This is an optimization exercise on Yosys and OpenROAD, whose aim is small area and a short achievable clock period, not a production implementation.
No functional check of the RTL was part of any run shown here.
Power and IR drop assume default switching activity.

==> flow/design.v, too long to show whole: its modules and the start of the top module <==
// module Top_Module: 1273 lines
// module fa: 4 lines
// module ha: 4 lines
module Top_Module(
    input clk,
    input wire [31:0] Num1,
    input wire [31:0] Num2,
    output reg [31:0] out
);
  // ...
==> flow/flow/run.sh <==
#!/bin/bash
# Standard layout (the standard.sh) with two changes to how it is made:
# port buffers use buf_2 instead of the default delay-cell choice, and timing
# repair aims for a setup slack of 7.8 ns instead of 0. The clock period and
# all constraints are unchanged. Full tool output goes to standard.log.
bash standard.sh SETUP_SLACK_MARGIN=7.8 "BUFFER_PORTS_ARGS=-buffer_cell sky130_fd_sc_hd__buf_2" finish > standard.log 2>&1
==> flow/standard.sh <==
#!/bin/bash
# synth_recipe.tcl (not shown) runs the flow's synth.tcl, then flattens the netlist and writes it again
# the make line also repeats each setting of config.mk as NAME=value (left out here)
make -C /OpenROAD-flow-scripts/flow DESIGN_CONFIG=/design/flow/config.mk WORK_HOME=/design/flow/orfs CLKGATE_MAP_FILE= SYNTH_SCRIPT=/design/flow/synth_recipe.tcl "${@:-finish}"
==> flow/config.mk <==
export PLATFORM = sky130hd
export DESIGN_NAME = Top_Module
export DESIGN_NICKNAME = Top_Module
export VERILOG_FILES = /design/flow/design.v
export SDC_FILE = /design/flow/constraint.sdc
export NUM_CORES = 4
export LEC_CHECK = 0
export CAP_MARGIN = 20
export CORE_MARGIN = 2
export CORE_UTILIZATION = 55
export CTS_CLUSTER_DIAMETER = 120
export CTS_CLUSTER_SIZE = 30
export SLEW_MARGIN = 20
export SYNTH_HIERARCHICAL = 1
export SYNTH_MINIMUM_KEEP_SIZE = 0
==> flow/constraint.sdc <==
create_clock -name core_clock -period 11.0 [get_ports {clk}]
set_input_delay 2.2000 -clock core_clock [delete_from_list [all_inputs] [get_ports {clk}]]
set_output_delay 2.2000 -clock core_clock [all_outputs]
set_load 0.01 [all_outputs]
==> impl_results.md, run 1 <==
- Outcome: timing/DRC/antenna clean
- M1 WL: 25100 um
- Post-cts resize count: roughly 160
- Inverters: 75
- Max VDD drop: around 0.25 mV
- Tapcells: between 400 and 500
- DR top layer: met5
- M1 GR Usage: 0.4187
- Initial Utilization: 0.5541
- Root Buffer: clkbuf_16
- Fraction of layout cells with a size suffix above 1: 0.2127
- CP delay by family, top: adder cells
- Met3 wire len: ~6300 um
- Critical Path RT: approximately 11 ns
- Commonest cells in the netlist: xnor2_1 (307), fa_1 (270), a22oi_1 (265)
- XOR/XNOR Fraction of Synth Area: 0.1470
- Reg-to-Reg End: p3[18]
- Top cell type by total area after synthesis: fa_1
- Combinational power: about 5.6 mW
- Min Tclk post-route: around 3.5 ns
- Synth top area share: 0.2614
- Postcts setup bufs: 45
- Top_reg_cell synth: dfxtp_1
- CTS Hold Bufs: 0
- P_clk: about 630 uW
- Adder-Cell Fraction of Synth Area: 0.3165
- Max FO, Critical Path: 2
- Std-Cell Rows: between 70 and 80
- Clock latency (worst-skew pair): about 0.53 ns
- Post-synth cell types: 70
- Fill cells: 2971
==> run 2, diff against run 1 <==
--- a/flow/design.v
+++ b/flow/design.v
@@ -1058,177 +1058,216 @@
     fa u_mf278 (.a(q44_0), .b(q44_1), .c(q44_2), .s(mf278_s), .co(mf278_c));
     wire mh19_s, mh19_c;
     ha u_mh19 (.a(q45_0), .b(q45_1), .s(mh19_s), .co(mh19_c));
     wire [39:0] u0 = {q47_0, q46_0, mh19_s, mf278_s, q43_0, mf277_s, q41_0, mh18_s, mh17_c, mh17_s, mh16_c, mh16_s, mh15_c, mh15_s, mh14_c, mh14_s, mh13_c, mh13_s, mh12_c, mh12_s, mf265_s, mf263_s, mh11_s, mf260_s, mf258_s, mh10_s, mf255_s, mh9_s, mf252_s, mf250_s, mh8_s, mf249_s, mh7_s, mf248_s, mh6_s, mf247_s, mh5_s, mf246_s, mh4_s, mf245_s};
     wire [39:0] u1 = {q47_1, mh19_c, mf278_c, 1'b0, mf277_c, 1'b0, mh18_c, mf276_c, mf276_s, mf275_c, mf275_s, mf274_c, mf274_s, mf273_c, mf273_s, mf271_c, mf271_s, mf268_c, mf268_s, mf265_c, mf263_c, 1'b0, mf260_c, mf258_c, 1'b0, mf255_c, 1'b0, mf252_c, 1'b0, 1'b0, mf249_c, 1'b0, mf248_c, 1'b0, mf247_c, 1'b0, mf246_c, 1'b0, mf245_c, 1'b0};
     wire [39:0] cp = u0 ^ u1;
     wire [39:0] cg = u0 & u1;
     wire kc0 = cg[0] | (cp[0] & lc2);
-    wire kg1 = cg[1] | (cp[1] & kc0);
-    wire kg2 = cg[3] | (cp[3] & cg[2]);
-    wire kp2 = cp[3] & cp[2];
-    wire kg3 = cg[5] | (cp[5] & cg[4]);
-    wire kp3 = cp[5] & cp[4];
-    wire kg4 = cg[7] | (cp[7] & cg[6]);
-    wire kp4 = cp[7] & cp[6];
-    wire kg5 = cg[9] | (cp[9] & cg[8]);
-    wire kp5 = cp[9] & cp[8];
-    wire kg6 = cg[11] | (cp[11] & cg[10]);
-    wire kp6 = cp[11] & cp[10];
-    wire kg7 = cg[13] | (cp[13] & cg[12]);
-    wire kp7 = cp[13] & cp[12];
-    wire kg8 = cg[15] | (cp[15] & cg[14]);
-    wire kp8 = cp[15] & cp[14];
-    wire kg9 = cg[17] | (cp[17] & cg[16]);
-    wire kp9 = cp[17] & cp[16];
-    wire kg10 = cg[19] | (cp[19] & cg[18]);
-    wire kp10 = cp[19] & cp[18];
-    wire kg11 = cg[21] | (cp[21] & cg[20]);
-    wire kp11 = cp[21] & cp[20];
-    wire kg12 = cg[23] | (cp[23] & cg[22]);
-    wire kp12 = cp[23] & cp[22];
-    wire kg13 = cg[25] | (cp[25] & cg[24]);
-    wire kp13 = cp[25] & cp[24];
-    wire kg14 = cg[27] | (cp[27] & cg[26]);
-    wire kp14 = cp[27] & cp[26];
-    wire kg15 = cg[29] | (cp[29] & cg[28]);
-    wire kp15 = cp[29] & cp[28];
-    wire kg16 = cg[31] | (cp[31] & cg[30]);
-    wire kp16 = cp[31] & cp[30];
-    wire kg17 = cg[33] | (cp[33] & cg[32]);
-    wire kp17 = cp[33] & cp[32];
-    wire kg18 = cg[35] | (cp[35] & cg[34]);
-    wire kp18 = cp[35] & cp[34];
-    wire kg19 = cg[37] | (cp[37] & cg[36]);
-    wire kp19 = cp[37] & cp[36];
-    wire kg20 = cg[39] | (cp[39] & cg[38]);
-    wire kp20 = cp[39] & cp[38];
-    wire kg21 = cg[2] | (cp[2] & kg1);
-    wire kg22 = kg2 | (kp2 & kg1);
-    wire kg23 = cg[6] | (cp[6] & kg3);
-    wire kp23 = cp[6] & kp3;
-    wire kg24 = kg4 | (kp4 & kg3);
-    wire kp24 = kp4 & kp3;
-    wire kg25 = cg[10] | (cp[10] & kg5);
-    wire kp25 = cp[10] & kp5;
-    wire kg26 = kg6 | (kp6 & kg5);
-    wire kp26 = kp6 & kp5;
-    wire kg27 = cg[14] | (cp[14] & kg7);
-    wire kp27 = cp[14] & kp7;
-    wire kg28 = kg8 | (kp8 & kg7);
-    wire kp28 = kp8 & kp7;
-    wire kg29 = cg[18] | (cp[18] & kg9);
-    wire kp29 = cp[18] & kp9;
-    wire kg30 = kg10 | (kp10 & kg9);
-    wire kp30 = kp10 & kp9;
-    wire kg31 = cg[22] | (cp[22] & kg11);
-    wire kp31 = cp[22] & kp11;
-    wire kg32 = kg12 | (kp12 & kg11);
-    wire kp32 = kp12 & kp11;
-    wire kg33 = cg[26] | (cp[26] & kg13);
-    wire kp33 = cp[26] & kp13;
-    wire kg34 = kg14 | (kp14 & kg13);
-    wire kp34 = kp14 & kp13;
-    wire kg35 = cg[30] | (cp[30] & kg15);
-    wire kp35 = cp[30] & kp15;
-    wire kg36 = kg16 | (kp16 & kg15);
-    wire kp36 = kp16 & kp15;
-    wire kg37 = cg[34] | (cp[34] & kg17);
-    wire kp37 = cp[34] & kp17;
-    wire kg38 = kg18 | (kp18 & kg17);
-    wire kp38 = kp18 & kp17;
-    wire kg39 = cg[38] | (cp[38] & kg19);
-    wire kp39 = cp[38] & kp19;
-    wire kg40 = kg20 | (kp20 & kg19);
-    wire kp40 = kp20 & kp19;
-    wire kg41 = cg[4] | (cp[4] & kg22);
-    wire kg42 = kg3 | (kp3 & kg22);
-    wire kg43 = kg23 | (kp23 & kg22);
-    wire kg44 = kg24 | (kp24 & kg22);
-    wire kg45 = cg[12] | (cp[12] & kg26);
-    wire kp45 = cp[12] & kp26;
-    wire kg46 = kg7 | (kp7 & kg26);
-    wire kp46 = kp7 & kp26;
-    wire kg47 = kg27 | (kp27 & kg26);
-    wire kp47 = kp27 & kp26;
-    wire kg48 = kg28 | (kp28 & kg26);
-    wire kp48 = kp28 & kp26;
-    wire kg49 = cg[20] | (cp[20] & kg30);
-    wire kp49 = cp[20] & kp30;
-    wire kg50 = kg11 | (kp11 & kg30);
-    wire kp50 = kp11 & kp30;
-    wire kg51 = kg31 | (kp31 & kg30);
-    wire kp51 = kp31 & kp30;
-    wire kg52 = kg32 | (kp32 & kg30);
-    wire kp52 = kp32 & kp30;
-    wire kg53 = cg[28] | (cp[28] & kg34);
-    wire kp53 = cp[28] & kp34;
-    wire kg54 = kg15 | (kp15 & kg34);
-    wire kp54 = kp15 & kp34;
-    wire kg55 = kg35 | (kp35 & kg34);
-    wire kp55 = kp35 & kp34;
-    wire kg56 = kg36 | (kp36 & kg34);
-    wire kp56 = kp36 & kp34;
-    wire kg57 = cg[36] | (cp[36] & kg38);
-    wire kp57 = cp[36] & kp38;
-    wire kg58 = kg19 | (kp19 & kg38);
-    wire kp58 = kp19 & kp38;
-    wire kg59 = kg39 | (kp39 & kg38);
-    wire kp59 = kp39 & kp38;
-    wire kg60 = kg40 | (kp40 & kg38);
-    wire kp60 = kp40 & kp38;
-    wire kg61 = cg[8] | (cp[8] & kg44);
-    wire kg62 = kg5 | (kp5 & kg44);
-    wire kg63 = kg25 | (kp25 & kg44);
-    wire kg64 = kg26 | (kp26 & kg44);
-    wire kg65 = kg45 | (kp45 & kg44);
-    wire kg66 = kg46 | (kp46 & kg44);
-    wire kg67 = kg47 | (kp47 & kg44);
-    wire kg68 = kg48 | (kp48 & kg44);
-    wire kg69 = cg[24] | (cp[24] & kg52);
-    wire kp69 = cp[24] & kp52;
-    wire kg70 = kg13 | (kp13 & kg52);
-    wire kp70 = kp13 & kp52;
-    wire kg71 = kg33 | (kp33 & kg52);
-    wire kp71 = kp33 & kp52;
-    wire kg72 = kg34 | (kp34 & kg52);
-    wire kp72 = kp34 & kp52;
-    wire kg73 = kg53 | (kp53 & kg52);
-    wire kp73 = kp53 & kp52;
-    wire kg74 = kg54 | (kp54 & kg52);
-    wire kp74 = kp54 & kp52;
-    wire kg75 = kg55 | (kp55 & kg52);
-    wire kp75 = kp55 & kp52;
-    wire kg76 = kg56 | (kp56 & kg52);
-    wire kp76 = kp56 & kp52;
-    wire kg77 = cg[16] | (cp[16] & kg68);
-    wire kg78 = kg9 | (kp9 & kg68);
-    wire kg79 = kg29 | (kp29 & kg68);
-    wire kg80 = kg30 | (kp30 & kg68);
-    wire kg81 = kg49 | (kp49 & kg68);
-    wire kg82 = kg50 | (kp50 & kg68);
-    wire kg83 = kg51 | (kp51 & kg68);
-    wire kg84 = kg52 | (kp52 & kg68);
-    wire kg85 = kg69 | (kp69 & kg68);
-    wire kg86 = kg70 | (kp70 & kg68);
-    wire kg87 = kg71 | (kp71 & kg68);
-    wire kg88 = kg72 | (kp72 & kg68);
-    wire kg89 = kg73 | (kp73 & kg68);
-    wire kg90 = kg74 | (kp74 & kg68);
-    wire kg91 = kg75 | (kp75 & kg68);
-    wire kg92 = kg76 | (kp76 & kg68);
-    wire kg93 = cg[32] | (cp[32] & kg92);
-    wire kg94 = kg17 | (kp17 & kg92);
-    wire kg95 = kg37 | (kp37 & kg92);
-    wire kg96 = kg38 | (kp38 & kg92);
-    wire kg97 = kg57 | (kp57 & kg92);
-    wire kg98 = kg58 | (kp58 & kg92);
-    wire kg99 = kg59 | (kp59 & kg92);
-    wire kg100 = kg60 | (kp60 & kg92);
+    wire kg1;
+    gc u_k1 (.gh(cg[1]), .ph(cp[1]), .gl(kc0), .g(kg1));
+    wire kg2, kp2;
+    pgc u_k2 (.gh(cg[3]), .ph(cp[3]), .gl(cg[2]), .pl(cp[2]), .g(kg2), .p(kp2));
+    wire kg3, kp3;
+    pgc u_k3 (.gh(cg[5]), .ph(cp[5]), .gl(cg[4]), .pl(cp[4]), .g(kg3), .p(kp3));
+    wire kg4, kp4;
+    pgc u_k4 (.gh(cg[7]), .ph(cp[7]), .gl(cg[6]), .pl(cp[6]), .g(kg4), .p(kp4));
+    wire kg5, kp5;
+    pgc u_k5 (.gh(cg[9]), .ph(cp[9]), .gl(cg[8]), .pl(cp[8]), .g(kg5), .p(kp5));
+    wire kg6, kp6;
+    pgc u_k6 (.gh(cg[11]), .ph(cp[11]), .gl(cg[10]), .pl(cp[10]), .g(kg6), .p(kp6));
+    wire kg7, kp7;
+    pgc u_k7 (.gh(cg[13]), .ph(cp[13]), .gl(cg[12]), .pl(cp[12]), .g(kg7), .p(kp7));
+    wire kg8, kp8;
+    pgc u_k8 (.gh(cg[15]), .ph(cp[15]), .gl(cg[14]), .pl(cp[14]), .g(kg8), .p(kp8));
+    wire kg9, kp9;
+    pgc u_k9 (.gh(cg[17]), .ph(cp[17]), .gl(cg[16]), .pl(cp[16]), .g(kg9), .p(kp9));
+    wire kg10, kp10;
+    pgc u_k10 (.gh(cg[19]), .ph(cp[19]), .gl(cg[18]), .pl(cp[18]), .g(kg10), .p(kp10));
+    wire kg11, kp11;
+    pgc u_k11 (.gh(cg[21]), .ph(cp[21]), .gl(cg[20]), .pl(cp[20]), .g(kg11), .p(kp11));
+    wire kg12, kp12;
+    pgc u_k12 (.gh(cg[23]), .ph(cp[23]), .gl(cg[22]), .pl(cp[22]), .g(kg12), .p(kp12));
+    wire kg13, kp13;
+    pgc u_k13 (.gh(cg[25]), .ph(cp[25]), .gl(cg[24]), .pl(cp[24]), .g(kg13), .p(kp13));
+    wire kg14, kp14;
+    pgc u_k14 (.gh(cg[27]), .ph(cp[27]), .gl(cg[26]), .pl(cp[26]), .g(kg14), .p(kp14));
+    wire kg15, kp15;
+    pgc u_k15 (.gh(cg[29]), .ph(cp[29]), .gl(cg[28]), .pl(cp[28]), .g(kg15), .p(kp15));
+    wire kg16, kp16;
+    pgc u_k16 (.gh(cg[31]), .ph(cp[31]), .gl(cg[30]), .pl(cp[30]), .g(kg16), .p(kp16));
+    wire kg17, kp17;
+    pgc u_k17 (.gh(cg[33]), .ph(cp[33]), .gl(cg[32]), .pl(cp[32]), .g(kg17), .p(kp17));
+    wire kg18, kp18;
+    pgc u_k18 (.gh(cg[35]), .ph(cp[35]), .gl(cg[34]), .pl(cp[34]), .g(kg18), .p(kp18));
+    wire kg19, kp19;
+    pgc u_k19 (.gh(cg[37]), .ph(cp[37]), .gl(cg[36]), .pl(cp[36]), .g(kg19), .p(kp19));
+    wire kg20, kp20;
+    pgc u_k20 (.gh(cg[39]), .ph(cp[39]), .gl(cg[38]), .pl(cp[38]), .g(kg20), .p(kp20));
+    wire kg21;
+    gc u_k21 (.gh(cg[2]), .ph(cp[2]), .gl(kg1), .g(kg21));
+    wire kg22;
+    gc u_k22 (.gh(kg2), .ph(kp2), .gl(kg1), .g(kg22));
+    wire kg23, kp23;
+    pgc u_k23 (.gh(cg[6]), .ph(cp[6]), .gl(kg3), .pl(kp3), .g(kg23), .p(kp23));
+    wire kg24, kp24;
+    pgc u_k24 (.gh(kg4), .ph(kp4), .gl(kg3), .pl(kp3), .g(kg24), .p(kp24));
+    wire kg25, kp25;
+    pgc u_k25 (.gh(cg[10]), .ph(cp[10]), .gl(kg5), .pl(kp5), .g(kg25), .p(kp25));
+    wire kg26, kp26;
+    pgc u_k26 (.gh(kg6), .ph(kp6), .gl(kg5), .pl(kp5), .g(kg26), .p(kp26));
+    wire kg27, kp27;
+    pgc u_k27 (.gh(cg[14]), .ph(cp[14]), .gl(kg7), .pl(kp7), .g(kg27), .p(kp27));
+    wire kg28, kp28;
+    pgc u_k28 (.gh(kg8), .ph(kp8), .gl(kg7), .pl(kp7), .g(kg28), .p(kp28));
+    wire kg29, kp29;
+    pgc u_k29 (.gh(cg[18]), .ph(cp[18]), .gl(kg9), .pl(kp9), .g(kg29), .p(kp29));
+    wire kg30, kp30;
+    pgc u_k30 (.gh(kg10), .ph(kp10), .gl(kg9), .pl(kp9), .g(kg30), .p(kp30));
+    wire kg31, kp31;
+    pgc u_k31 (.gh(cg[22]), .ph(cp[22]), .gl(kg11), .pl(kp11), .g(kg31), .p(kp31));
+    wire kg32, kp32;
+    pgc u_k32 (.gh(kg12), .ph(kp12), .gl(kg11), .pl(kp11), .g(kg32), .p(kp32));
+    wire kg33, kp33;
+    pgc u_k33 (.gh(cg[26]), .ph(cp[26]), .gl(kg13), .pl(kp13), .g(kg33), .p(kp33));
+    wire kg34, kp34;
+    pgc u_k34 (.gh(kg14), .ph(kp14), .gl(kg13), .pl(kp13), .g(kg34), .p(kp34));
+    wire kg35, kp35;
+    pgc u_k35 (.gh(cg[30]), .ph(cp[30]), .gl(kg15), .pl(kp15), .g(kg35), .p(kp35));
+    wire kg36, kp36;
+    pgc u_k36 (.gh(kg16), .ph(kp16), .gl(kg15), .pl(kp15), .g(kg36), .p(kp36));
+    wire kg37, kp37;
+    pgc u_k37 (.gh(cg[34]), .ph(cp[34]), .gl(kg17), .pl(kp17), .g(kg37), .p(kp37));
+    wire kg38, kp38;
+    pgc u_k38 (.gh(kg18), .ph(kp18), .gl(kg17), .pl(kp17), .g(kg38), .p(kp38));
+    wire kg39, kp39;
+    pgc u_k39 (.gh(cg[38]), .ph(cp[38]), .gl(kg19), .pl(kp19), .g(kg39), .p(kp39));
+    wire kg40, kp40;
+    pgc u_k40 (.gh(kg20), .ph(kp20), .gl(kg19), .pl(kp19), .g(kg40), .p(kp40));
+    wire kg41;
+    gc u_k41 (.gh(cg[4]), .ph(cp[4]), .gl(kg22), .g(kg41));
+    wire kg42;
+    gc u_k42 (.gh(kg3), .ph(kp3), .gl(kg22), .g(kg42));
+    wire kg43;
+    gc u_k43 (.gh(kg23), .ph(kp23), .gl(kg22), .g(kg43));
+    wire kg44;
+    gc u_k44 (.gh(kg24), .ph(kp24), .gl(kg22), .g(kg44));
+    wire kg45, kp45;
+    pgc u_k45 (.gh(cg[12]), .ph(cp[12]), .gl(kg26), .pl(kp26), .g(kg45), .p(kp45));
+    wire kg46, kp46;
+    pgc u_k46 (.gh(kg7), .ph(kp7), .gl(kg26), .pl(kp26), .g(kg46), .p(kp46));
+    wire kg47, kp47;
+    pgc u_k47 (.gh(kg27), .ph(kp27), .gl(kg26), .pl(kp26), .g(kg47), .p(kp47));
+    wire kg48, kp48;
+    pgc u_k48 (.gh(kg28), .ph(kp28), .gl(kg26), .pl(kp26), .g(kg48), .p(kp48));
+    wire kg49, kp49;
+    pgc u_k49 (.gh(cg[20]), .ph(cp[20]), .gl(kg30), .pl(kp30), .g(kg49), .p(kp49));
+    wire kg50, kp50;
+    pgc u_k50 (.gh(kg11), .ph(kp11), .gl(kg30), .pl(kp30), .g(kg50), .p(kp50));
+    wire kg51, kp51;
+    pgc u_k51 (.gh(kg31), .ph(kp31), .gl(kg30), .pl(kp30), .g(kg51), .p(kp51));
+    wire kg52, kp52;
+    pgc u_k52 (.gh(kg32), .ph(kp32), .gl(kg30), .pl(kp30), .g(kg52), .p(kp52));
+    wire kg53, kp53;
+    pgc u_k53 (.gh(cg[28]), .ph(cp[28]), .gl(kg34), .pl(kp34), .g(kg53), .p(kp53));
+    wire kg54, kp54;
+    pgc u_k54 (.gh(kg15), .ph(kp15), .gl(kg34), .pl(kp34), .g(kg54), .p(kp54));
+    wire kg55, kp55;
+    pgc u_k55 (.gh(kg35), .ph(kp35), .gl(kg34), .pl(kp34), .g(kg55), .p(kp55));
+    wire kg56, kp56;
+    pgc u_k56 (.gh(kg36), .ph(kp36), .gl(kg34), .pl(kp34), .g(kg56), .p(kp56));
+    wire kg57, kp57;
+    pgc u_k57 (.gh(cg[36]), .ph(cp[36]), .gl(kg38), .pl(kp38), .g(kg57), .p(kp57));
+    wire kg58, kp58;
+    pgc u_k58 (.gh(kg19), .ph(kp19), .gl(kg38), .pl(kp38), .g(kg58), .p(kp58));
+    wire kg59, kp59;
+    pgc u_k59 (.gh(kg39), .ph(kp39), .gl(kg38), .pl(kp38), .g(kg59), .p(kp59));
+    wire kg60, kp60;
+    pgc u_k60 (.gh(kg40), .ph(kp40), .gl(kg38), .pl(kp38), .g(kg60), .p(kp60));
+    wire kg61;
+    gc u_k61 (.gh(cg[8]), .ph(cp[8]), .gl(kg44), .g(kg61));
+    wire kg62;
+    gc u_k62 (.gh(kg5), .ph(kp5), .gl(kg44), .g(kg62));
+    wire kg63;
+    gc u_k63 (.gh(kg25), .ph(kp25), .gl(kg44), .g(kg63));
+    wire kg64;
+    gc u_k64 (.gh(kg26), .ph(kp26), .gl(kg44), .g(kg64));
+    wire kg65;
+    gc u_k65 (.gh(kg45), .ph(kp45), .gl(kg44), .g(kg65));
+    wire kg66;
+    gc u_k66 (.gh(kg46), .ph(kp46), .gl(kg44), .g(kg66));
+    wire kg67;
+    gc u_k67 (.gh(kg47), .ph(kp47), .gl(kg44), .g(kg67));
+    wire kg68;
+    gc u_k68 (.gh(kg48), .ph(kp48), .gl(kg44), .g(kg68));
+    wire kg69, kp69;
+    pgc u_k69 (.gh(cg[24]), .ph(cp[24]), .gl(kg52), .pl(kp52), .g(kg69), .p(kp69));
+    wire kg70, kp70;
+    pgc u_k70 (.gh(kg13), .ph(kp13), .gl(kg52), .pl(kp52), .g(kg70), .p(kp70));
+    wire kg71, kp71;
+    pgc u_k71 (.gh(kg33), .ph(kp33), .gl(kg52), .pl(kp52), .g(kg71), .p(kp71));
+    wire kg72, kp72;
+    pgc u_k72 (.gh(kg34), .ph(kp34), .gl(kg52), .pl(kp52), .g(kg72), .p(kp72));
+    wire kg73, kp73;
+    pgc u_k73 (.gh(kg53), .ph(kp53), .gl(kg52), .pl(kp52), .g(kg73), .p(kp73));
+    wire kg74, kp74;
+    pgc u_k74 (.gh(kg54), .ph(kp54), .gl(kg52), .pl(kp52), .g(kg74), .p(kp74));
+    wire kg75, kp75;
+    pgc u_k75 (.gh(kg55), .ph(kp55), .gl(kg52), .pl(kp52), .g(kg75), .p(kp75));
+    wire kg76, kp76;
+    pgc u_k76 (.gh(kg56), .ph(kp56), .gl(kg52), .pl(kp52), .g(kg76), .p(kp76));
+    wire kg77;
+    gc u_k77 (.gh(cg[16]), .ph(cp[16]), .gl(kg68), .g(kg77));
+    wire kg78;
+    gc u_k78 (.gh(kg9), .ph(kp9), .gl(kg68), .g(kg78));
+    wire kg79;
+    gc u_k79 (.gh(kg29), .ph(kp29), .gl(kg68), .g(kg79));
+    wire kg80;
+    gc u_k80 (.gh(kg30), .ph(kp30), .gl(kg68), .g(kg80));
+    wire kg81;
+    gc u_k81 (.gh(kg49), .ph(kp49), .gl(kg68), .g(kg81));
+    wire kg82;
+    gc u_k82 (.gh(kg50), .ph(kp50), .gl(kg68), .g(kg82));
+    wire kg83;
+    gc u_k83 (.gh(kg51), .ph(kp51), .gl(kg68), .g(kg83));
+    wire kg84;
+    gc u_k84 (.gh(kg52), .ph(kp52), .gl(kg68), .g(kg84));
+    wire kg85;
+    gc u_k85 (.gh(kg69), .ph(kp69), .gl(kg68), .g(kg85));
+    wire kg86;
+    gc u_k86 (.gh(kg70), .ph(kp70), .gl(kg68), .g(kg86));
+    wire kg87;
+    gc u_k87 (.gh(kg71), .ph(kp71), .gl(kg68), .g(kg87));
+    wire kg88;
+    gc u_k88 (.gh(kg72), .ph(kp72), .gl(kg68), .g(kg88));
+    wire kg89;
+    gc u_k89 (.gh(kg73), .ph(kp73), .gl(kg68), .g(kg89));
+    wire kg90;
+    gc u_k90 (.gh(kg74), .ph(kp74), .gl(kg68), .g(kg90));
+    wire kg91;
+    gc u_k91 (.gh(kg75), .ph(kp75), .gl(kg68), .g(kg91));
+    wire kg92;
+    gc u_k92 (.gh(kg76), .ph(kp76), .gl(kg68), .g(kg92));
+    wire kg93;
+    gc u_k93 (.gh(cg[32]), .ph(cp[32]), .gl(kg92), .g(kg93));
+    wire kg94;
+    gc u_k94 (.gh(kg17), .ph(kp17), .gl(kg92), .g(kg94));
+    wire kg95;
+    gc u_k95 (.gh(kg37), .ph(kp37), .gl(kg92), .g(kg95));
+    wire kg96;
+    gc u_k96 (.gh(kg38), .ph(kp38), .gl(kg92), .g(kg96));
+    wire kg97;
+    gc u_k97 (.gh(kg57), .ph(kp57), .gl(kg92), .g(kg97));
+    wire kg98;
+    gc u_k98 (.gh(kg58), .ph(kp58), .gl(kg92), .g(kg98));
+    wire kg99;
+    gc u_k99 (.gh(kg59), .ph(kp59), .gl(kg92), .g(kg99));
+    wire kg100;
+    gc u_k100 (.gh(kg60), .ph(kp60), .gl(kg92), .g(kg100));
     wire [39:0] ph = cp ^ {kg99, kg98, kg97, kg96, kg95, kg94, kg93, kg92, kg91, kg90, kg89, kg88, kg87, kg86, kg85, kg84, kg83, kg82, kg81, kg80, kg79, kg78, kg77, kg68, kg67, kg66, kg65, kg64, kg63, kg62, kg61, kg44, kg43, kg42, kg41, kg22, kg21, kg1, kc0, lc2};
     reg [25:0] p3;
     reg        st3, s3, n3;
     reg [9:0]  x3;
     always @(posedge clk) begin
         p3  <= ph[39:14];
         st3 <= (|ph[13:0]) | ls2;
         s3  <= s2;
@@ -1274,8 +1313,15 @@
 module fa(input a, input b, input c, output s, output co);
     assign s = a ^ b ^ c;
     assign co = (a & b) | (a & c) | (b & c);
 endmodule
 module ha(input a, input b, output s, output co);
     assign s = a ^ b;
     assign co = a & b;
 endmodule
+module pgc(input gh, input ph, input gl, input pl, output g, output p);
+    assign g = gh | (ph & gl);
+    assign p = ph & pl;
+endmodule
+module gc(input gh, input ph, input gl, output g);
+    assign g = gh | (ph & gl);
+endmodule
==> impl_results.md, run 2 <==
- Post-synth cell types: 66 (-5.7%)
- Initial antenna violation count: 0
- TritonCTS Buffers: 14
- Post-route ant nets: 0
- Area growth, synth to finish: 13.38%
- Crit path cell chain: buf_12 > ha_4 > buf_6 > buf_6 > nor2b_4 > a31oi_1 > o211ai_1 > buf_4 > nand2b_4 > ha_4 > or4_4 > a21oi_2 > a2111oi_4 > o22ai_4 > buf_6 > a21oi_2
- Via count: 15890
- WHS: 0.3322 ns
- Top-Level Pins: 97
- Slew HR: 0.4147
- Post-DP HPWL: roughly 38000 um
- Commonest cells after routing, fill and taps aside: xnor2_1 (285), a22oi_1 (265), fa_1 (261)
- Max FO, Critical Path: 8 (+6)
- Top_reg_cell synth: dfxtp_1
- Synth top area share: 0.2510 (-0.01042)
- Critical Path RT: 11.43 ns (+0.02 ns)
- Largest register FFs: 32
- Fill cells: 3235 (+8.9%)
- Num Clock Sinks: 264
- Period utilization: 0.2921
- Critical Path Sink Type: flip-flop
- Reg clk slew, reported paths: 0.11 ns
- Commonest cells in the netlist: xnor2_1 (287), a22oi_1 (269), fa_1 (267)
- Setup TNS: 0 ns
- Top cell type by total area after synthesis: fa_1
- RSZ-0062 raised after global routing: true
- Clock latency (worst-skew pair): 0.53 ns (about the same)
- #FFs+latches synth: 264
- Core outline area: between 30000 and 40000 um^2
- Slowest CP cell: or4_4
- Largest net degree at the start of global routing: 31
- Antenna diodes: 0
- Max VDD drop: 0.2322 mV (-7.2%)
- Mapped Avg Cell Area: roughly 10 um^2
- Via density per instance: around 6
- Pwr Density: around 330 nW/um^2
- Worst R2R Setup Slack: between 7 and 8 ns
- Post-synthesis cell count: between 2000 and 2500
- Root Buffer: clkbuf_16
- Number of max-cap violations: 0
- Min Tclk post-route: 3.213 ns (-0.3274 ns)
- Outcome: timing/DRC/antenna clean
- CP delay by family, top: compound AO/OA/AOI/OAI gates
- Most common cell after layout, fill and taps aside: xnor2_1
- Clk_skew: around 0.018 ns
- GRT Overall Usage: 0.2933
- Lkg Pwr: 9.930 nW
- Fraction of layout cells with a size suffix above 1: 0.1612 (-0.05141)
- Die Area: ~40000 um^2
- Area contributors post-synth: fa_1 (25%), dfxtp_1 (25%), xnor2_1 (12%)
- Vias in the first global route: around 16000
- TritonRoute pass-1 iters: 6
- Biggest regs: out x32, p3 x26, ma x23
- Clk buf depth: 3
- Die Y: 200.8 um
- Synth Cell Area: roughly 21000 um^2
- Slowest cell delay on critical path: roughly 0.4 ns
- First DRT Iteration DRCs: about 1300
- Crit path buf inv count: 5
- Most used cell, CP: buf_6
- Final hold violation count: 0
- Post-synth EDFFs: 0
- Min-delay worst type: flip-flop to flip-flop
- CTS tree: yes
- GRT Residual Overflow: 0
- Worst EP arrival: about 3.6 ns
- NumNets Final: 2537
- Ys Warns: 7
- Largest Register: out
- Measured slew at the worst slew-check pin: 0.8712 ns
- Routed wire length: 60630 um
- Crit path kind: flip-flop to flip-flop
- Async S/R FF share, synth: 0
- Routability congestion estimate: slightly below 0.9
- Global-route wire length before repair: around 93000 um
- Initial Utilization: 0.5536 (about the same)
- CP Launch Type: flip-flop
- Highest Clock Rate: between 0.3 and 0.4 GHz
- DRC: 0
- Most frequent cell after synthesis: xnor2_1
- Die width: 200.8 um
- I/O Buffers: 96
- Std-Cell Rows: 72 (+1.4%)
- Slew Viols, Final: 0
- Wire length per cell: approximately 23 um
- Sequential-to-total area share from yosys stat: 0.2482
- H-tree depth: 1
- Endpoints failing setup: 0
- Finished Core Util: 0.6276
## run 2: changes by cell type after synthesis, sizes merged, moves of 8 or more
cell,previous run,this run
o21ai,45,53
xor2,40,75
a21o,7,98
nor2,54,39
a21oi,59,33
nand3,32,18
clkbuf,125,135
o21a,10,1
and2,9,61
xnor2,307,287
## run 2: per-module statistics from Yosys (local to each module, per instance)
| module | area [um^2] | times used | flip-flops and latches |
|---|---|---|---|
| fa | 20.02 | 266 | 0 |
| pgc | 13.76 | 58 | 0 |
| ha | 12.51 | 20 | 0 |
| gc | 7.507 | 38 | 0 |
| Top_Module | 14640 | 1 | 264 |
## run 2: final timing paths
check / from / endpoint / cells after the start
setup / recovery: p3[25] / out[17] / 16
hold / removal: x2[2] / x3[2] / 0
setup reg to reg: p3[25] / out[17] / 16
hold reg to reg: x2[2] / x3[2] / 0
## run 2: stage by stage
step	instance area [um^2]	power, mW	setup WS, ns	instances
final	24140	7.849	7.787	2639
after global routing	24140	8.583	7.680	2639
after CTS	23480	7.604	7.796	2613
after detailed placement	22240	6.541	6.389	2562
after global placement	22230	6.456	6.493	2562
after floorplan	21450	5.262	7.801	2067
## run 2: cell families after synthesis
family / Yosys count / share of synthesized area
AOI/OAI and AO/OA: 493 / 0.1652
xor gates and xnor gates: 362 / 0.1489
adders and majority gates: 356 / 0.3033
buffers and inverters: 244 / 0.04407
DFF: 264 / 0.2482
muxes: 28 / 0.01375
other: 2 / 0.0003527
and+or+nand+nor: 300 / 0.07621
## run 2: final cells by class
cell class,count,area [um^2],share of cell area
inverter,79,296.5,0.01228
clock buffer,16,379.1,0.01570
multi-input combinational,1561,15670,0.6490
clock inverter,5,101.3,0.004198
timing repair buffer,196,1673,0.06929
sequential,264,5375,0.2226
tap,518,648.1,0.02684
## run 2: worst reg2reg max path, stage by stage, from the launching register on
cell and delay (ns):
dfxtp_4 0.37, buf_12 0.13, ha_4 0.19, buf_6 0.14
buf_6 0.14, nor2b_4 0.15, a31oi_1 0.09, o211ai_1 0.22
buf_4 0.16, nand2b_4 0.06, ha_4 0.24, or4_4 0.41
a21oi_2 0.16, a2111oi_4 0.13, o22ai_4 0.34, buf_6 0.16
a21oi_2 0.03
## run 2: where the power goes
group,internal [mW],switching [mW]
Combinational,2.76,2.83
Sequential,1.39,0.246
Clock,0.287,0.344
## run 2: layer usage
layer,vias to the layer above,GRT usage,share of wire,wire length [um]
met5,-,0,0,0
met1,7827,0.4154,0.42,25630
li1,7128,-,-,-
met3,156,0.04708,0.096,5804
met2,783,0.4674,0.45,27350
met4,0,0.08439,0.030,1840
## run 2: timing repair
action	in CTS	in global routing
gates cloned	6	3
resized for setup	95	98
setup buffers	24	23
pin swaps	20	37
endpoints found under the hold margin	0	0
hold buffers	0	0
endpoints found under the setup margin	99	64

what the ideal ports hide:
How much do the figures lean on ideal ports? The routed layouts below were timed once more, with nothing changed but the port constraints. Step 1 assumes that a clkbuf_16 drives the clock port and a buf_2 every other input. Step 2 also shifts input and output timing later by t, the mid clock arrival at the registers, as if the neighbouring blocks saw the same clock. a / b / c = ideal / step 1 / step 2; a / b = the first two.
| run | shift t [ns] | setup WS [ns] | worst hold slack (ns) | clock arrival spread, ns | cell pins on the clock port's net |
|---|---|---|---|---|---|
| run 1 | 0.565 | 7.459 / 7.459 / 7.457 | 0.330 / 0.330 / 0.330 | 0.049 / 0.049 | 1 |
| run 2 | 0.575 | 7.787 / 7.767 / 7.732 | 0.332 / 0.332 / 0.332 | 0.020 / 0.020 | 1 |
After both steps setup and hold are still met in every run listed. The setup slack of run 2, which loses most, moves by -0.020 ns with the drivers and by -0.055 ns with both steps.
